This design comes from an exercise in tuning for small area on the open sky130 flow, not from production work.
Only simulation tests tie the RTL to the original design; equivalence was not proved.
Power and IR drop assume default switching activity.

## run 1
Design flappy_game, start of the top module:
module flappy_game(input clk,input rst,
				input pushin,paus,quit,
				input STATUS_IN,
				input [7:0] temp,    
				input [7:0] temp2,   
				output reg [2:0] state,
				output reg mode,
				output reg [1:0] level,
				output reg [7:0] score1,score2,
				output reg [8:0] birdrow1,birdrow2,
				output [7:0] birdcolumn1,birdcolumn2,
				output reg [1:0] birdangle1,birdangle2,
				output reg [8:0] row0,row1,row2,
				output [9:0] column0,column1,column2,
				output [7:0] height2,
				output test);
parameter set0=3'b000,set=3'b001,set2=3'b010,play=3'b011,pause=3'b100,fail=3'b101;
function [9:0] add10(input [9:0] a, input [9:0] b, input ci);
  integer i; reg c;
  begin
    c=ci;
    for(i=0;i<10;i=i+1) begin
      add10[i]=a[i]^b[i]^c;
      c=(a[i]&b[i])|(a[i]&c)|(b[i]&c);
    end
  end
endfunction
reg [7:0] C;         
reg [1:0] n;         
reg z;               
reg [6:0] hgt;       
reg heightdir;
reg [6:0] bc1;       
wire g=bc1[6]|bc1[5];  
reg collide1,collide2;
reg [7:0] x1,x2;     
reg f1,f2,a1,a2,l2,l12,sp;
reg [1:0] lv;        
reg [7:0] G;         
reg [8:0] s;         
reg [8:0] brs,bsum;
reg [6:0] xi1,xi2;
reg [7:0] Cm;
reg [9:0] t;
reg win1,win2,in,s1,s2,aft1,aft2,push1b,sel2,play_now;
wire push,push1,push2;
wire [6:0] rcnt;
  ...
Size: about 930 cells after synthesis, roughly 7200 um2 of cells after synthesis.
Settings: LEC_CHECK=0, CAP_MARGIN=20, CORE_MARGIN=2, CORE_UTILIZATION=40, SLEW_MARGIN=20; clock period 20.0 ns.
standard.sh (not shown) runs the stock make flow with config.mk's settings and CLKGATE_MAP_FILE= SYNTH_SCRIPT=/design/flow/synth_recipe.tcl, a recipe that flattens the netlist after the stock synthesis.
==> flow/flow/run.sh <==
#!/bin/bash
# Layout flow: the standard flow (standard.sh) with three changes that
# leave the design, its registers and constraints as they are:
#  - synthesis maps the logic with an area-oriented abc script
#    (flow/abc_deep.script) and without extracting half/full adder cells;
#  - the port buffers are the smallest buffer, buf_1;
#  - clock tree synthesis uses small clock buffers and no dummy loads.
# Each tool's output goes to the ORFS logs under orfs/logs; make's output
# goes to standard.log.
set -euo pipefail
here=$(pwd)
{
  cat <<EOT
# The standard flow's synthesis script, with abc's mapping script replaced
proc abc {args} {
  set i [lsearch -exact \$args -script]
  if {\$i >= 0} { set args [lreplace \$args \$i [expr {\$i + 1}]] }
  yosys abc -script $here/flow/abc_deep.script {*}\$args
}
EOT
  cat synth_recipe.tcl
} > flow_synth.tcl
CTS="-sink_clustering_enable -repair_clock_nets -dont_use_dummy_load -buf_list sky130_fd_sc_hd__clkbuf_8 -root_buf sky130_fd_sc_hd__clkbuf_8"
bash standard.sh SYNTH_SCRIPT=$here/flow_synth.tcl ADDER_MAP_FILE= \
  BUFFER_PORTS_ARGS="-buffer_cell sky130_fd_sc_hd__buf_1" \
  CTS_ARGS="$CTS" finish > standard.log 2>&1
==> flow/flow/abc_deep.script <==
strash
&get -n
&deepsyn -T 300 -t
&deepsyn -T 300 -S 7
&dch -f
&nf -R 1000 -p -F 10 -A 10 -a
&put
Input-level comparison between run 2 and run 1:
--- a/flow/design.v
+++ b/flow/design.v
@@ -40,25 +40,25 @@
 reg [1:0] n;         
 reg z;               
 reg [6:0] hgt;       
 reg heightdir;
 reg [6:0] bc1;       
 wire g=bc1[6]|bc1[5];  
 reg collide1,collide2;
 reg [7:0] x1,x2;     
 reg f1,f2,a1,a2,l2,l12,sp;
 reg [1:0] lv;        
 reg [7:0] G;         
 reg [8:0] s;         
-reg [8:0] brs,bsum;
+reg [8:0] brs;
 reg [6:0] xi1,xi2;
 reg [7:0] Cm;
 reg [9:0] t;
 reg win1,win2,in,s1,s2,aft1,aft2,push1b,sel2,play_now;
 wire push,push1,push2;
 wire [6:0] rcnt;
 reg [8:0] randomR;
 wire Pause,Quit;
 wire [9:0] c0s,c2s;
 debouncer D1(clk,rst,pushin,push1);
 Random R(clk,rst,rcnt);
 always @* begin
@@ -150,68 +150,70 @@
  end
  else state=set0;
  play_now=state==play;
  if(play_now) begin  
    if(push) x1=8'b1111_0101;
    else if(x1[7]||x1[6:0]!=7'h7f) x1={x1[7]&&x1[6:0]!=7'h7f,xi1};
    if(mode) begin
      if(push2) x2=8'b1111_0101;
      else if(x2[7]||x2[6:0]!=7'h7f) x2={x2[7]&&x2[6:0]!=7'h7f,xi2};
    end
  end
  if(play_now&&!collide1) begin  
-   bsum=add10({1'b0,birdrow1},x1[7]?((x1[6:0]<7'd120)?10'h3fb:(x1[6:0]<7'd125)?10'h3fc:10'h3fe):{7'd0,x1[6:4]},1'b0);
    if(x1[7]) begin
-     if(birdrow1>9'd19) begin birdrow1=bsum;birdangle1=2'b01;end
-     else begin birdrow1=9'd19;birdangle1=2'b00;end
+     if(birdrow1>9'd19) begin
+       birdrow1=add10({1'b0,birdrow1},(x1[6:0]<7'd120)?10'h3fb:(x1[6:0]<7'd125)?10'h3fc:10'h3fe,1'b0);
+       birdangle1=2'b01;
+     end else begin birdrow1=9'd19;birdangle1=2'b00;end
    end
    else if(birdrow1<9'd500) begin
-     birdrow1=bsum;
+     birdrow1=add10({1'b0,birdrow1},{7'd0,x1[6:4]},1'b0);
      birdangle1=(x1[6:0]>7'd19)?2'b10:2'b00;
    end
    else begin birdrow1=9'd511;birdangle1=2'b00;end
  end
  if(play_now&&!collide2) begin  
-   bsum=add10({1'b0,birdrow2},x2[7]?((x2[6:0]<7'd120)?10'h3fb:(x2[6:0]<7'd125)?10'h3fc:10'h3fe):{7'd0,x2[6:4]},1'b0);
    if(x2[7]) begin
-     if(birdrow2>9'd19) begin birdrow2=bsum;birdangle2=2'b01;end
-     else begin birdrow2=9'd19;birdangle2=2'b00;end
+     if(birdrow2>9'd19) begin
+       birdrow2=add10({1'b0,birdrow2},(x2[6:0]<7'd120)?10'h3fb:(x2[6:0]<7'd125)?10'h3fc:10'h3fe,1'b0);
+       birdangle2=2'b01;
+     end else begin birdrow2=9'd19;birdangle2=2'b00;end
    end
    else if(birdrow2<9'd500) begin
-     birdrow2=bsum;
+     birdrow2=add10({1'b0,birdrow2},{7'd0,x2[6:4]},1'b0);
      birdangle2=(x2[6:0]>7'd19)?2'b10:2'b00;
    end
    else begin birdrow2=9'd511;birdangle2=2'b00;end
  end
  sel2=C<8'd96;
  brs=sel2?birdrow2:birdrow1;
  s=add10({1'b0,brs},~{1'b0,row1},1'b1);
  case(level)
    2'd0: in=s[8]? s>9'h1a3 : s<9'd93;
    2'd1: in=s[8]? s>9'h1c1 : s<9'd63;
    default: in=s[8]? s>9'h1cb : s<9'd53;
  endcase
  Cm=add10({2'd0,C},10'h3ff,1'b0);
  if(play_now&&!(collide1&&collide2)) begin  
    if(C==8'd67) begin
      row2=row1;row1=row0;row0=randomR;C=8'd186;
      if(n!=2'd3) n={n[1]|n[0],~n[0]};
    end
    else if(C==8'd68&&!z&&n!=2'd0) z=1'b1;
    else begin
      C=Cm;z=1'b0;
      if(level==2'd2) begin
-       if(hgt[5]&&hgt[4:0]!=5'd0) heightdir=1'b0;
-       else if(hgt[5:1]==5'd0) heightdir=1'b1;
-       hgt[5:0]=add10({4'd0,hgt[5:0]},(hgt[5]&&hgt[4:0]!=5'd0)?10'h3fe:(hgt[5:1]==5'd0)?10'd2:heightdir?10'd1:10'h3ff,1'b0);
+       if(hgt[5]&&hgt[4:0]!=5'd0) begin heightdir=1'b0;hgt[5:0]=add10({4'd0,hgt[5:0]},10'h3fe,1'b0);end
+       else if(hgt[5:1]==5'd0) begin heightdir=1'b1;hgt[5:0]=add10({4'd0,hgt[5:0]},10'd2,1'b0);end
+       else hgt[5:0]=add10({4'd0,hgt[5:0]},heightdir?10'd1:10'h3ff,1'b0);
      end
    end
  end
  s1=play_now&&n[1]&&C==8'd105&&!collide1;
  s2=play_now&&n==2'd3&&C==8'd174&&!collide2;
  score1=add10({2'd0,score1},10'd0,s1);
  score2=add10({2'd0,score2},10'd0,s2);
  win1=n[1]&&C>8'd105&&C<8'd145;
  if(play_now&&win1&&!in) collide1=1'b1;
  win2=n[1]&&C<8'd95;
  if(play_now&&mode&&win2&&!in) collide2=1'b1;
  G=add10({2'd0,C},~{3'd0,bc1},1'b1);
- From run 1 to run 2 the numbers moved as follows: maximum VDD drop decreased 5.4%, count of fill cells added during filler insertion increased 115, cell area increased about 3.3%, setup slack of the critical path after layout decreased 670 ps.
- Lower measured slew at the worst slew-check pin goes to run 1 over run 2.
- Total net switching power ends up higher on run 1.

port drivers added, routing unchanged:
The flow's constraints put no driver on any port. The routed layouts listed below were extracted and timed again, unchanged, in two steps. Step 1, drivers: a clkbuf_16 drives clk and a buf_2 each remaining input, both assumed. Step 2 adds t to the input delays and takes it off the output delays; t is the mean of the earliest and latest rising clock arrival at the registers after step 1. Input paths then give back, and output paths get back, about the clock's delay inside the block. Slacks: no drivers / after step 1 / after step 2; pairs: no drivers / after step 1.
| run | t, ns | setup WS [ns] | hold slack, ns | worst register clock-pin slew, ns |
|---|---|---|---|---|
| run 1 | 0.481 | 5.946 / 5.946 / 5.464 | 0.457 / 0.457 / 0.457 | 0.08 / 0.08 |
| run 2 | 0.470 | 5.274 / 5.293 / 4.823 | 0.458 / 0.458 / 0.458 | 0.08 / 0.08 |
After both steps every run listed still meets setup and hold. The setup slack of run 1, which loses most, moves by 0.000 ns with the drivers and by -0.482 ns with both steps.
